This is an optimization exercise on Yosys and OpenROAD, whose aim is a short achievable clock period and few clock cycles, not a production implementation. RTL that was checked went through simulation tests only; none was proved equivalent to the original.

==> 07-25 <==
==> flow/design.v (excerpt) <==
module mips_cpu (
    input         clk,
    input         rst_n,
    output [31:0] imem_addr,
    input  [31:0] imem_data,
    output        dmem_re,
    output        dmem_we,
    output [31:0] dmem_addr,
    output [31:0] dmem_wdata,
    input  [31:0] dmem_rdata
);
clock: 10.5 ns
lec_check: 0
abc_clock_period_in_ps: 3000
cap_margin: 20
core_margin: 2
core_utilization: 40
setup_slack_margin: 5
slew_margin: 20
standard.sh (not shown) runs the stock make flow with config.mk's settings and CLKGATE_MAP_FILE= SYNTH_SCRIPT=/design/flow/synth_recipe.tcl, a recipe that flattens the netlist after the stock synthesis.
==> flow/flow/run.sh <==
#!/bin/bash
set -euo pipefail
bash standard.sh SETUP_SLACK_MARGIN=6.5 finish > flow_standard.log 2>&1
==> 06-02 (differences from 07-25) <==
--- a/flow/design.v
+++ b/flow/design.v
@@ -3,31 +3,25 @@
     input         rst_n,
     input  [4:0]  ra,
     input  [4:0]  rb,
     output [31:0] da,
     output [31:0] db,
     input  [4:0]  wa,    
-    input  [31:0] wd,
-    output [31:0] sgn    
+    input  [31:0] wd
 );
     reg [31:0] r [1:31];
     reg [31:1] v;
     always @(posedge clk or negedge rst_n) begin
         if (!rst_n) v <= 31'b0;
         else if (wa != 5'd0) v[wa] <= 1'b1;
     end
     always @(posedge clk) begin
         if (wa != 5'd0) r[wa] <= wd;
     end
     assign da = (ra != 5'd0 && v[ra]) ? r[ra] : 32'h0;
     assign db = (rb != 5'd0 && v[rb]) ? r[rb] : 32'h0;
-    genvar i;
-    assign sgn[0] = 1'b0;
-    generate for (i = 1; i < 32; i = i + 1) begin : g_sgn
-        assign sgn[i] = v[i] & r[i][31];
-    end endgenerate
 endmodule
 module mips_cpu (
     input         clk,
     input         rst_n,
     output [31:0] imem_addr,
     input  [31:0] imem_data,
@@ -35,13 +29,12 @@
     output        dmem_we,
     output [31:0] dmem_addr,
     output [31:0] dmem_wdata,
     input  [31:0] dmem_rdata
 );
     reg  [31:0] pc;             
-    reg  [31:0] pc_out;         
     reg  [31:0] spec31, spec26;  
     reg         d_valid;
     reg  [31:0] d_ins;
     reg  [31:0] d_pc4;
     reg         d_ptaken;       
     reg  [31:0] d_xt;           
@@ -60,25 +53,25 @@
     reg  [31:0] m_res;          
     reg  [31:0] m_addr;         
     reg  [31:0] m_sdata;
     reg         m_we, m_re;
     reg  [4:0]  m_rd;           
     reg         m_load;
-    assign imem_addr  = pc_out;
+    assign imem_addr  = pc;
     assign dmem_addr  = m_addr;
     assign dmem_wdata = m_sdata;
     assign dmem_we    = m_we;
     assign dmem_re    = m_re;
     wire [31:0] m_wdata = m_load ? dmem_rdata : m_res;
     wire [31:0] rf_a, rf_b;
     wire [31:0] rf31, rf26;
     wire [4:0]  d_rs = d_ins[25:21];
     wire [4:0]  d_rt = d_ins[20:16];
     RegFile rgf(.clk(clk), .rst_n(rst_n),
                 .ra(d_rs), .rb(d_rt), .da(rf_a), .db(rf_b),
-                .wa(m_rd), .wd(m_wdata), .sgn(rf_sgn));
+                .wa(m_rd), .wd(m_wdata));
     wire [31:0] A = x_fwdA ? m_res : x_A;
     wire [31:0] B = x_fwdB ? m_res : x_B;
     wire [31:0] S = x_fwdS ? m_res : x_S;
     wire [31:0] sum_rr = x_A + x_B;
     wire [31:0] sum_mr = m_res + x_B;
     wire [31:0] sum_rm = x_A + m_res;
@@ -188,33 +181,25 @@
     wire [5:0]  i_op = ins[31:26];
     wire [5:0]  i_fn = ins[5:0];
     wire [4:0]  i_rs = ins[25:21];
     wire [4:0]  i_rt = ins[20:16];
     wire [4:0]  i_rd = ins[15:11];
     wire [31:0] f_pc4 = {pc[31], pc[30:0] + 31'd4};
-    wire [16:0] f_bt_lo = {1'b0, pc[17:2]} + {1'b0, ins[15:0]} + 17'd1;
-    wire [12:0] pc_hi    = pc[30:18];
-    wire [12:0] pc_hi_p1 = pc[30:18] + 13'd1;
-    wire [12:0] pc_hi_m1 = pc[30:18] - 13'd1;
-    wire [12:0] f_bt_hi = ins[15] ? (f_bt_lo[16] ? pc_hi : pc_hi_m1)
-                                  : (f_bt_lo[16] ? pc_hi_p1 : pc_hi);
-    wire [31:0] f_bt  = {pc[31], f_bt_hi, f_bt_lo[15:0], 2'b00};
-    wire [31:0] rf_sgn;
-    wire i_sg = rf_sgn[i_rs];
+    wire [29:0] f_bt_s = {pc[30:2], 1'b1} + {{13{ins[15]}}, ins[15:0], 1'b1};
+    wire [31:0] f_bt  = {pc[31], f_bt_s[29:1], 2'b00};
     wire [31:0] f_jt  = {f_pc4[31:28], ins[25:0], 2'b00};
     wire i_j     = (i_op == 6'h02) | (i_op == 6'h03);
     wire i_jal   = (i_op == 6'h03);
     wire i_jr    = (i_op == 6'h00) & ((i_fn == 6'h08) | (i_fn == 6'h09));
     wire i_jalr  = (i_op == 6'h00) & (i_fn == 6'h09);
     wire i_br    = (i_op == 6'h01) | (i_op == 6'h04) | (i_op == 6'h05) |
                    (i_op == 6'h06) | (i_op == 6'h07);
     wire i_valid_op = (i_op <= 6'h0c) | (i_op == 6'h0f) | (i_op == 6'h23) | (i_op == 6'h2b);
     wire i_undef = ~i_valid_op;
     wire rs_eq_rt = (i_rs == i_rt);
-    wire i_bpred = ins[15] | ((i_op == 6'h04) & rs_eq_rt) | ((i_op == 6'h05) & ~rs_eq_rt) |
-                   (((i_op == 6'h06) | (i_op == 6'h01)) & i_sg) | ((i_op == 6'h07) & ~i_sg);
+    wire i_bpred = ins[15] | ((i_op == 6'h04) & rs_eq_rt) | ((i_op == 6'h05) & ~rs_eq_rt);
     wire i_br_t  = i_br & i_bpred;
     wire i_jr31  = i_jr & (i_rs == 5'd31);
     wire i_jr26  = i_jr & (i_rs == 5'd26);
     wire [31:0] f_other =
         ({32{i_j}} & f_jt) |
         ({32{i_undef}} & 32'h80000008) |
@@ -223,14 +208,12 @@
     wire f_other_t = i_j | i_undef | i_jr31 | i_jr26;
     wire [31:0] f_next = i_br_t ? f_bt : f_other_t ? f_other : f_pc4;
     wire f_adv = ~stall;    
     always @(posedge clk or negedge rst_n) begin
         if (!rst_n) begin
             pc <= 32'h80000000;
-            pc_out <= 32'h80000000;
-            m_addr <= 32'h0;
             spec31 <= 32'h0;
             spec26 <= 32'h0;
             d_valid <= 1'b0;
             x_valid <= 1'b0;
             x_rd <= 5'd0;
             x_load <= 1'b0;
@@ -245,14 +228,12 @@
             m_re <= 1'b0;
             m_rd <= 5'd0;
             m_load <= 1'b0;
         end else begin
             if (redirect) pc <= redirect_pc;
             else if (f_adv) pc <= f_next;
-            pc_out <= redirect ? redirect_pc : f_adv ? f_next : pc;
-            m_addr <= x_res;
             if (f_adv) begin
                 if (i_jal | (i_jalr & (i_rd == 5'd31))) spec31 <= f_pc4;
                 if (i_undef) spec26 <= f_pc4;
             end
             if (redirect) d_valid <= 1'b0;
             else if (f_adv) d_valid <= 1'b1;
@@ -314,9 +295,10 @@
             x_sel_sll  <= f_sll;
             x_sel_srl  <= f_srl;
             x_sel_sra  <= f_sra;
             x_sel_link <= d_jal | d_jalr | d_undef;
         end
         m_res <= x_res;
+        m_addr <= x_res;
         m_sdata <= S;
     end
 endmodule
==> flow/run.sh (new file) <==
#!/bin/bash
# synth_recipe.tcl (not shown) runs the flow's synth.tcl, then flattens the netlist and writes it again
# the make line also repeats each setting of config.mk as NAME=value (left out here)
make -C /OpenROAD-flow-scripts/flow DESIGN_CONFIG=/design/flow/config.mk WORK_HOME=/design/flow/orfs CLKGATE_MAP_FILE= SYNTH_SCRIPT=/design/flow/synth_recipe.tcl finish
--- a/flow/config.mk
+++ b/flow/config.mk
@@ -5,9 +5,10 @@
 export SDC_FILE = /design/flow/constraint.sdc
 export NUM_CORES = 8
 export LEC_CHECK = 0
 export ABC_CLOCK_PERIOD_IN_PS = 3000
 export CAP_MARGIN = 20
 export CORE_MARGIN = 2
-export CORE_UTILIZATION = 40
+export CORE_UTILIZATION = 55
+export GPL_TIMING_DRIVEN = 1
 export SETUP_SLACK_MARGIN = 5
 export SLEW_MARGIN = 20
removed: flow/flow/run.sh
removed: flow/standard.sh
==> 08-23 (differences from 07-25) <==
==> flow/flow/run.sh (replaced) <==
#!/bin/bash
set -euo pipefail
bash standard.sh SETUP_SLACK_MARGIN=7.5 finish > flow_standard.log 2>&1
==> impl_metrics.toml <==
[outcome]
status = "finished clean"

[synthesis]
synthAdderAreaFrac_pct = 4.32
synth_edf_count = 1298

[cells_and_area]
clk_share_pct = 5.28
multi_input_area_share_pct = 41.3

[routing]
dr_total_vias = 64488

[critical_path]
path_buf_inv = 6

[grt]
use_met1_pct = 35.4

[power]
comb_power_share_pct = 25.4

[sta]
finalCritPeriodShare_pct = 40.5
[end of results for 07-25]
==> impl_metrics.toml <==
[critical_path]
path_buf_inv = 2

[cells_and_area]
multi_input_area_share_pct = 42.6
clk_share_pct = 5.66

[outcome]
status = "finished clean"

[routing]
dr_total_vias = 64204
[end of results for 06-02]
==> impl_metrics.toml <==
[cells_and_area]
multi_input_area_share_pct = 41.3
clk_share_pct = 4.98

[power]
comb_power_share_pct = 28.9

[synthesis]
synth_edf_count = 1298

[outcome]
status = "finished clean"

[sta]
finalCritPeriodShare_pct = 40.4
[end of results for 08-23]
No functional check of the RTL was part of any run of this note.

* * *

==> inputs of try-nickel <==
Another version of the RTL of mips_cpu (not shown whole).
==> flow/config.mk <==
export PLATFORM = sky130hd
export DESIGN_NAME = mips_cpu
export DESIGN_NICKNAME = mips_cpu
export VERILOG_FILES = /design/flow/design.v
export SDC_FILE = /design/flow/constraint.sdc
export NUM_CORES = 8
export LEC_CHECK = 0
export ABC_CLOCK_PERIOD_IN_PS = 3000
export CAP_MARGIN = 20
export CORE_MARGIN = 2
export CORE_UTILIZATION = 65
export PLACE_DENSITY = 0.8
export SETUP_SLACK_MARGIN = 5
export SLEW_MARGIN = 20
export SYNTH_HIERARCHICAL = 1
==> flow/constraint.sdc <==
create_clock -name core_clock -period 10.5 [get_ports {clk}]
set_input_delay 2.1000 -clock core_clock [delete_from_list [all_inputs] [get_ports {clk}]]
set_output_delay 2.1000 -clock core_clock [all_outputs]
set_load 0.01 [all_outputs]
==> flow/flow/run.sh <==
#!/bin/bash
set -euo pipefail
bash standard.sh SETUP_SLACK_MARGIN=7.5 finish > flow_standard.log 2>&1
==> try-quartz (differences from try-nickel) <==
--- a/flow/design.v
+++ b/flow/design.v
@@ -48,15 +48,14 @@
     input         x_fwdA,
     input         x_fwdB,
     input  [31:0] x_xt,         
     input  [31:0] x_pc4,
     input  [31:0] x_bt,
     input         x_ptaken,
     input         x_isjr,
-    input         x_kill,
     input         x_m_eq, x_m_ne, x_m_lez, x_m_gtz, x_m_sg, x_m_nsg, x_m_jr,
     output        redirect,
     output [31:0] redirect_pc
 );
     wire eq_rr = (x_A == x_B);
     wire eq_mr = (m_res == x_B);
     wire eq_rm = (x_A == m_res);
@@ -69,26 +68,27 @@
             default: eq = 1'b1;
         endcase
     end
     wire sg = x_fwdA ? m_res[31] : x_A[31];
     wire ne_r = (x_A != x_xt);
     wire ne_m = (m_res != x_xt);
     wire ne_jr = x_fwdA ? ne_m : ne_r;
-    wire k = ~x_kill;
-    assign redirect = (k & x_m_eq & eq) | (k & x_m_ne & ~eq) | (k & x_m_lez & (sg | eq)) |
-                      (k & x_m_gtz & ~(sg | eq)) | (k & x_m_sg & sg) | (k & x_m_nsg & ~sg) |
-                      (k & x_m_jr & ne_jr);
+    assign redirect = (x_m_eq & eq) | (x_m_ne & ~eq) | (x_m_lez & (sg | eq)) |
+                      (x_m_gtz & ~(sg | eq)) | (x_m_sg & sg) | (x_m_nsg & ~sg) |
+                      (x_m_jr & ne_jr);
     assign redirect_pc = x_isjr ? A : x_ptaken ? x_pc4 : x_bt;
 endmodule
 module FDec (
     input  [31:0] ins,
     input  [31:0] f_pc4,
     input  [31:0] spec31,
     input  [31:0] spec26,
     input  [31:0] pc,
+    input  [24:0] pc_up_p1,     
+    input  [24:0] pc_up_m1,
     input  [4:0]  x_rd,
     input         x_load,
     output [4:0]  i_dest,
     output        use_rs,
     output        use_rt,
     output        i_imm_op,
     output [31:0] immv,
@@ -170,22 +170,23 @@
     wire i_jr26  = (i_jr | i_jalr) & (rs == 5'd26);
     assign f_other =
         ({32{i_j}} & f_jt) |
         ({32{i_undef}} & 32'h80000008) |
         ({32{i_jr31}} & spec31) |
         ({32{i_jr26}} & spec26);
     assign f_other_t = i_j | i_undef | i_jr31 | i_jr26;
-    wire short = (imm[15:5] == 11'h000) | (imm[15:5] == 11'h7ff);
-    wire [7:0] lo = {1'b0, pc[7:2], 1'b1} + {1'b0, imm[5:0], 1'b1};    
-    wire same_blk = imm[15] ? lo[7] : ~lo[7];
-    wire [31:0] f_sbt = {pc[31:8], lo[6:1], 2'b00};
-    wire take_s = i_br & i_bpred & short & same_blk;
+    wire short = (imm[15:3] == 13'h0000) | (imm[15:3] == 13'h1fff);
+    wire [6:0] lo = {1'b0, pc[6:2], 1'b1} + {1'b0, imm[4:0], 1'b1};    
+    wire [24:0] up = lo[6] ? (imm[15] ? pc[31:7] : pc_up_p1)
+                           : (imm[15] ? pc_up_m1 : pc[31:7]);
+    wire [31:0] f_sbt = {up, lo[5:1], 2'b00};
+    wire take_s = i_br & i_bpred & short;
     wire [31:0] f_seq = take_s ? f_sbt : f_pc4;
     assign f_next = f_other_t ? f_other : f_seq;
-    assign f1_set = i_br & i_bpred & ~(short & same_blk);
+    assign f1_set = i_br & i_bpred & ~short;
     assign i_spec31 = i_jal | (i_jalr & (rdf == 5'd31));
     assign i_spec26 = i_undef;
     assign m_eq  = i_br_t ? i_bne  : i_beq;
     assign m_ne  = i_br_t ? i_beq  : i_bne;
     assign m_lez = i_br_t ? i_bgtz : i_blez;
     assign m_gtz = i_br_t ? i_blez : i_bgtz;
     assign m_sg  = ~i_br_t & i_bltz;
@@ -197,73 +198,27 @@
     assign s_lg   = f_and | i_andi | f_or | f_xor | f_nor;
     assign lt     = (f_and | i_andi) ? 4'b1000 : f_or ? 4'b1110 : f_xor ? 4'b0110 : 4'b0001;
     assign s_sll  = f_sll;
     assign s_srl  = f_srl;
     assign s_sra  = f_sra;
     assign s_link = i_jal | i_jalr | i_undef;
 endmodule
-module FPc (
-    input  [31:0] ins,
-    input  [31:0] pc,
-    input  [31:0] f_pc4,
-    input  [31:0] spec31,
-    input  [31:0] spec26,
-    input  [4:0]  x_rd,
-    input         x_load,
-    output        stall,
-    output [31:0] f_next
-);
-    wire [5:0]  op  = ins[31:26];
-    wire [5:0]  fn  = ins[5:0];
-    wire [4:0]  rs  = ins[25:21];
-    wire [4:0]  rt  = ins[20:16];
-    wire [15:0] imm = ins[15:0];
-    wire i_rtype = (op == 6'h00);
-    wire i_jrx   = i_rtype & (fn[5:1] == 5'b00100);       
-    wire i_j     = (op[5:1] == 5'b00001);                  
-    wire i_beq   = (op == 6'h04);
-    wire i_bne   = (op == 6'h05);
-    wire i_br    = (op[5:2] == 4'b0001) | (op == 6'h01);
-    wire i_undef = ~((op <= 6'h0c) | (op == 6'h0f) | (op == 6'h23) | (op == 6'h2b));
-    wire i_sw    = (op == 6'h2b);
-    wire use_rs  = ~(i_j | i_undef);
-    wire use_rt  = (i_rtype & ~i_jrx) | i_sw | (op[5:2] == 4'b0001);
-    wire x_hit_a = (x_rd != 5'd0) & (x_rd == rs);
-    wire x_hit_b = (x_rd != 5'd0) & (x_rd == rt);
-    assign stall = x_load & ((use_rs & x_hit_a) | (use_rt & x_hit_b));
-    wire rs_eq_rt = (rs == rt);
-    wire i_bpred = imm[15] | (i_beq & rs_eq_rt) | (i_bne & ~rs_eq_rt);
-    wire short = (imm[15:5] == 11'h000) | (imm[15:5] == 11'h7ff);
-    wire [7:0] lo = {1'b0, pc[7:2], 1'b1} + {1'b0, imm[5:0], 1'b1};    
-    wire same_blk = imm[15] ? lo[7] : ~lo[7];
-    wire take_s = i_br & i_bpred & short & same_blk;
-    wire i_jr31 = i_jrx & (rs == 5'd31);
-    wire i_jr26 = i_jrx & (rs == 5'd26);
-    wire [31:0] f_jt = {f_pc4[31:28], ins[25:0], 2'b00};
-    assign f_next =
-        ({32{i_j}} & f_jt) |
-        ({32{i_undef}} & 32'h80000008) |
-        ({32{i_jr31}} & spec31) |
-        ({32{i_jr26}} & spec26) |
-        ({32{take_s}} & {pc[31:8], lo[6:1], 2'b00}) |
-        ({32{~(i_j | i_undef | i_jr31 | i_jr26 | take_s)}} & f_pc4);
-endmodule
 module PcNext (
     input         redirect,
     input  [31:0] redirect_pc,
     input         f1_redir,
     input  [31:0] f1_tgt,
     input         stall,
     input  [31:0] pc,
     input  [31:0] f_next,
     output [31:0] pc_d
 );
-    wire sel_f = ~redirect & ~f1_redir & ~stall;
-    wire [31:0] rest = redirect ? redirect_pc : f1_redir ? f1_tgt : stall ? pc : 32'h0;
-    assign pc_d = ({32{sel_f}} & f_next) | rest;
+    assign pc_d = redirect ? redirect_pc :
+                  f1_redir ? f1_tgt :
+                  stall    ? pc : f_next;
 endmodule
 module BrTgt (
     input  [31:0] pc4,
     input  [15:0] off,
     output [31:0] bt
 );
     wire [30:0] s = pc4[30:0] + {{13{off[15]}}, off, 2'b00};
@@ -320,17 +275,15 @@
     reg  [31:0] pc_out;
     wire [31:0] pc = ~pc_n;
     reg  [31:0] spec31, spec26;  
     reg         f1_redir;       
     reg  [31:0] f1_pc4;         
     reg  [15:0] f1_off;
     wire [31:0] f1_tgt;
-    reg         x_valid;        
-    reg         x_kill;         
-    wire        x_live = x_valid & ~x_kill;
+    reg         x_valid;
     reg  [31:0] x_A, x_B, x_S;  
     reg         x_fwdA, x_fwdA1, x_fwdA2;
     reg         x_fwdB, x_fwdB1, x_fwdB2;
     reg         x_fwdS;
     reg  [4:0]  x_sh;
     reg  [31:0] x_pc4;
     reg  [15:0] x_off;          
@@ -364,27 +317,29 @@
                 .ra(rs), .rb(rt), .da(rf_a), .db(rf_b),
                 .wa(m_rd), .wd(m_wdata));
     wire m_hit_a = (m_rd != 5'd0) & (m_rd == rs);
     wire m_hit_b = (m_rd != 5'd0) & (m_rd == rt);
     wire [31:0] rv_a = m_hit_a ? m_wdata : rf_a;
     wire [31:0] rv_b = m_hit_b ? m_wdata : rf_b;
     wire [31:0] f_pc4 = {pc[31], pc[30:2] + 29'd1, 2'b00};
+    wire [24:0] pc_up_p1 = {pc[31], pc[30:7] + 24'd1};
+    wire [24:0] pc_up_m1 = {pc[31], pc[30:7] - 24'd1};
     BrTgt f1t(.pc4(f1_pc4), .off(f1_off), .bt(f1_tgt));
     BrTgt xbt(.pc4(x_pc4), .off(x_off), .bt(x_bt));
     wire [4:0]  i_dest;
     wire        use_rs, use_rt, i_imm_op, x_hit_a, x_hit_b, stall, i_br, i_br_t, f1_set;
     wire        f_other_t, i_spec31, i_spec26, i_lw, i_sw, i_isjr;
     wire [31:0] immv, f_other, f_next;
     wire        d_m_eq, d_m_ne, d_m_lez, d_m_gtz, d_m_sg, d_m_nsg;
     wire        d_s_arith, d_s_inv, d_s_slt, d_s_sltu, d_s_lg;
     wire [3:0]  d_lt;
     wire        d_s_sll, d_s_srl, d_s_sra, d_s_link;
     FDec fdec(.ins(ins), .f_pc4(f_pc4), .spec31(spec31), .spec26(spec26),
-              .pc(pc),
-              .x_rd(x_live ? x_rd : 5'd0), .x_load(x_live & x_load),
+              .pc(pc), .pc_up_p1(pc_up_p1), .pc_up_m1(pc_up_m1),
+              .x_rd(x_rd), .x_load(x_load),
               .i_dest(i_dest), .use_rs(use_rs), .use_rt(use_rt), .i_imm_op(i_imm_op),
               .immv(immv), .x_hit_a(x_hit_a), .x_hit_b(x_hit_b), .stall(stall),
               .i_br(i_br), .i_br_t(i_br_t), .f1_set(f1_set), .f_other_t(f_other_t),
               .f_other(f_other), .f_next(f_next), .i_spec31(i_spec31),
               .i_spec26(i_spec26), .i_lw(i_lw), .i_sw(i_sw), .i_isjr(i_isjr),
               .m_eq(d_m_eq), .m_ne(d_m_ne), .m_lez(d_m_lez), .m_gtz(d_m_gtz),
               .m_sg(d_m_sg), .m_nsg(d_m_nsg),
@@ -397,52 +352,35 @@
               .x_fwdB(x_fwdB), .x_fwdB1(x_fwdB1), .x_fwdB2(x_fwdB2),
               .x_sh(x_sh), .x_pc4(x_pc4),
               .x_inv(x_inv), .x_s_arith(x_s_arith), .x_s_slt(x_s_slt),
               .x_s_sltu(x_s_sltu), .x_s_lg(x_s_lg), .x_lt(x_lt),
               .x_sel_sll(x_sel_sll), .x_sel_srl(x_sel_srl), .x_sel_sra(x_sel_sra),
               .x_sel_link(x_sel_link), .A(A), .x_res(x_res));
     wire [31:0] S = x_fwdS ? m_res : x_S;
-    wire redirect, redirect2;
-    wire [31:0] redirect_pc, redirect_pc2;
-    XBr xbr2(.x_A(x_A), .x_B(x_B), .m_res(m_res), .A(A), .x_fwdA(x_fwdA), .x_fwdB(x_fwdB),
-            .x_xt(pc), .x_pc4(x_pc4), .x_bt(x_bt), .x_ptaken(x_ptaken),
-            .x_isjr(x_isjr), .x_kill(x_kill), .x_m_eq(x_m_eq), .x_m_ne(x_m_ne), .x_m_lez(x_m_lez),
-            .x_m_gtz(x_m_gtz), .x_m_sg(x_m_sg), .x_m_nsg(x_m_nsg), .x_m_jr(x_m_jr),
-            .redirect(redirect2), .redirect_pc(redirect_pc2));
+    wire redirect;
+    wire [31:0] redirect_pc;
     XBr xbr(.x_A(x_A), .x_B(x_B), .m_res(m_res), .A(A), .x_fwdA(x_fwdA), .x_fwdB(x_fwdB),
             .x_xt(pc), .x_pc4(x_pc4), .x_bt(x_bt), .x_ptaken(x_ptaken),
-            .x_isjr(x_isjr), .x_kill(x_kill), .x_m_eq(x_m_eq), .x_m_ne(x_m_ne), .x_m_lez(x_m_lez),
+            .x_isjr(x_isjr), .x_m_eq(x_m_eq), .x_m_ne(x_m_ne), .x_m_lez(x_m_lez),
             .x_m_gtz(x_m_gtz), .x_m_sg(x_m_sg), .x_m_nsg(x_m_nsg), .x_m_jr(x_m_jr),
             .redirect(redirect), .redirect_pc(redirect_pc));
-    wire stall_p, stall_p2;
-    wire [31:0] f_next_p, f_next_p2;
-    FPc fpc(.ins(ins), .pc(pc), .f_pc4(f_pc4), .spec31(spec31), .spec26(spec26),
-            .x_rd(x_live ? x_rd : 5'd0), .x_load(x_live & x_load),
-            .stall(stall_p), .f_next(f_next_p));
-    FPc fpc2(.ins(ins), .pc(pc), .f_pc4(f_pc4), .spec31(spec31), .spec26(spec26),
-            .x_rd(x_live ? x_rd : 5'd0), .x_load(x_live & x_load),
-            .stall(stall_p2), .f_next(f_next_p2));
-    wire [31:0] pc_d, pc_d2;
-    PcNext pcn(.redirect(redirect), .redirect_pc(redirect_pc), .f1_redir(f1_live),
-               .f1_tgt(f1_tgt), .stall(stall_p), .pc(pc), .f_next(f_next_p), .pc_d(pc_d));
-    PcNext pcn2(.redirect(redirect2), .redirect_pc(redirect_pc2), .f1_redir(f1_live),
-               .f1_tgt(f1_tgt), .stall(stall_p2), .pc(pc), .f_next(f_next_p2), .pc_d(pc_d2));
-    wire f1_live = f1_redir & ~x_kill;
-    wire f_go = ~f1_live & ~stall;
+    wire [31:0] pc_d;
+    PcNext pcn(.redirect(redirect), .redirect_pc(redirect_pc), .f1_redir(f1_redir),
+               .f1_tgt(f1_tgt), .stall(stall), .pc(pc), .f_next(f_next), .pc_d(pc_d));
+    wire f_go = ~redirect & ~f1_redir & ~stall;    
     always @(posedge clk or negedge rst_n) begin
         if (!rst_n) begin
             pc_n <= 32'h7fffffff;
             pc_out <= 32'h80000000;
             m_addr <= 32'h0;
             m_wb <= 32'hffffffff;
             spec31 <= 32'h0;
             spec26 <= 32'h0;
             f1_redir <= 1'b0;
             x_valid <= 1'b0;
-            x_kill <= 1'b0;
             x_rd <= 5'd0;
             x_load <= 1'b0;
             x_store <= 1'b0;
             x_isjr <= 1'b0;
             x_m_eq <= 1'b0; x_m_ne <= 1'b0; x_m_lez <= 1'b0; x_m_gtz <= 1'b0;
             x_m_sg <= 1'b0; x_m_nsg <= 1'b0; x_m_jr <= 1'b0;
             x_fwdA <= 1'b0;
@@ -450,24 +388,23 @@
             x_fwdB <= 1'b0;
             x_fwdB1 <= 1'b1;
             x_fwdS <= 1'b0;
             m_we <= 1'b0;
             m_re <= 1'b0;
             m_rd <= 5'd0;
         end else begin
-            pc_n <= ~pc_d2;
+            pc_n <= ~pc_d;
             pc_out <= pc_d;
             m_addr <= x_res;
             m_wb <= x_res;
             if (~stall) begin
                 if (i_spec31) spec31 <= f_pc4;
                 if (i_spec26) spec26 <= f_pc4;
             end
             f1_redir <= f_go & f1_set;
-            x_kill <= redirect;
             x_valid <= f_go;
             if (f_go) begin
                 x_rd <= i_dest;
                 x_load <= i_lw;
                 x_store <= i_sw;
                 x_isjr <= i_isjr;
                 x_m_eq  <= d_m_eq;
@@ -491,17 +428,17 @@
                 x_m_sg <= 1'b0; x_m_nsg <= 1'b0; x_m_jr <= 1'b0;
                 x_fwdA <= 1'b0;
                 x_fwdA1 <= 1'b0;
                 x_fwdB <= 1'b0;
                 x_fwdB1 <= 1'b0;
                 x_fwdS <= 1'b0;
             end
-            m_we <= x_live & x_store;
-            m_re <= x_live & x_load;
-            m_rd <= x_live ? x_rd : 5'd0;
+            m_we <= x_valid & x_store;
+            m_re <= x_valid & x_load;
+            m_rd <= x_valid ? x_rd : 5'd0;
         end
     end
     always @(posedge clk) begin
         f1_pc4 <= f_pc4;
         f1_off <= ins[15:0];
         x_fwdA2 <= f_go & use_rs & x_hit_a;
         x_fwdB2 <= f_go & use_rt & ~i_sw & x_hit_b;
@@ -520,10 +457,10 @@
         x_lt     <= d_lt;
         x_sel_sll  <= d_s_sll;
         x_sel_srl  <= d_s_srl;
         x_sel_sra  <= d_s_sra;
         x_sel_link <= d_s_link;
         m_res <= x_res;
         m_sdata <= S;
-        m_load <= x_live & x_load;     
+        m_load <= x_valid & x_load;    
     end
 endmodule
- CORE_UTILIZATION: 65 -> 40
- PLACE_DENSITY: 0.8 -> unset
==> out/metrics.yaml <==
outcome: "finished clean"
grt_use_total_pct: 34.1
grt_util_met1_pct: 42.2
use_met2_pct: 51.7
die_x_um: 472
hpwl_um: 227000
post_cts_buffers: 419
syn_avg_cell_area_um2: 11.8
num_rows: 171
(the above is from try-quartz)
==> out/metrics.yaml <==
lastStage: "5_1_grt"
error: "[ERROR GRT-0232] Routing congestion too high. Check the congestion heatmap in the GUI."
outcome: "aborted with a tool error"
die_x_um: 378
use_met2_pct: 92.8
(the above is from try-nickel)
Testbench counts of try-quartz, summed over its fixed seeds: cycles 528,967.
For try-nickel, only the layout was checked, not whether the RTL still works.

-- static timing again, ports no longer ideal --
No port has a modelled driver above. Below, the same layouts with a new extraction and two added sets of constraints. Step 1: set_driving_cell puts a clkbuf_16 on clk and a buf_2 on each other input, an assumption about the parent block. Step 2, shift: input delay + t, output delay - t, t = (earliest + latest rising clock arrival at the registers) / 2. This alone moves slack from input paths to output paths. Three values: ideal, step 1, step 2; two values: the first two.
| run | shift t [ns] | setup slack, ns | pins driven straight from the clock port |
|---|---|---|---|
| 07-25 | 0.936 | 6.245 / 6.245 / 5.574 | 1 |
| 06-02 | 0.879 | 5.019 / 5.019 / 4.494 | 1 |
| 08-23 | 0.942 | 6.262 / 6.262 / 5.449 | 1 |
| try-quartz | 0.944 | 6.468 / 6.468 / 5.693 | 1 |
After both steps every run listed still meets setup and hold. The setup slack of 08-23, which loses most, moves by 0.000 ns with the drivers and by -0.813 ns with both steps.
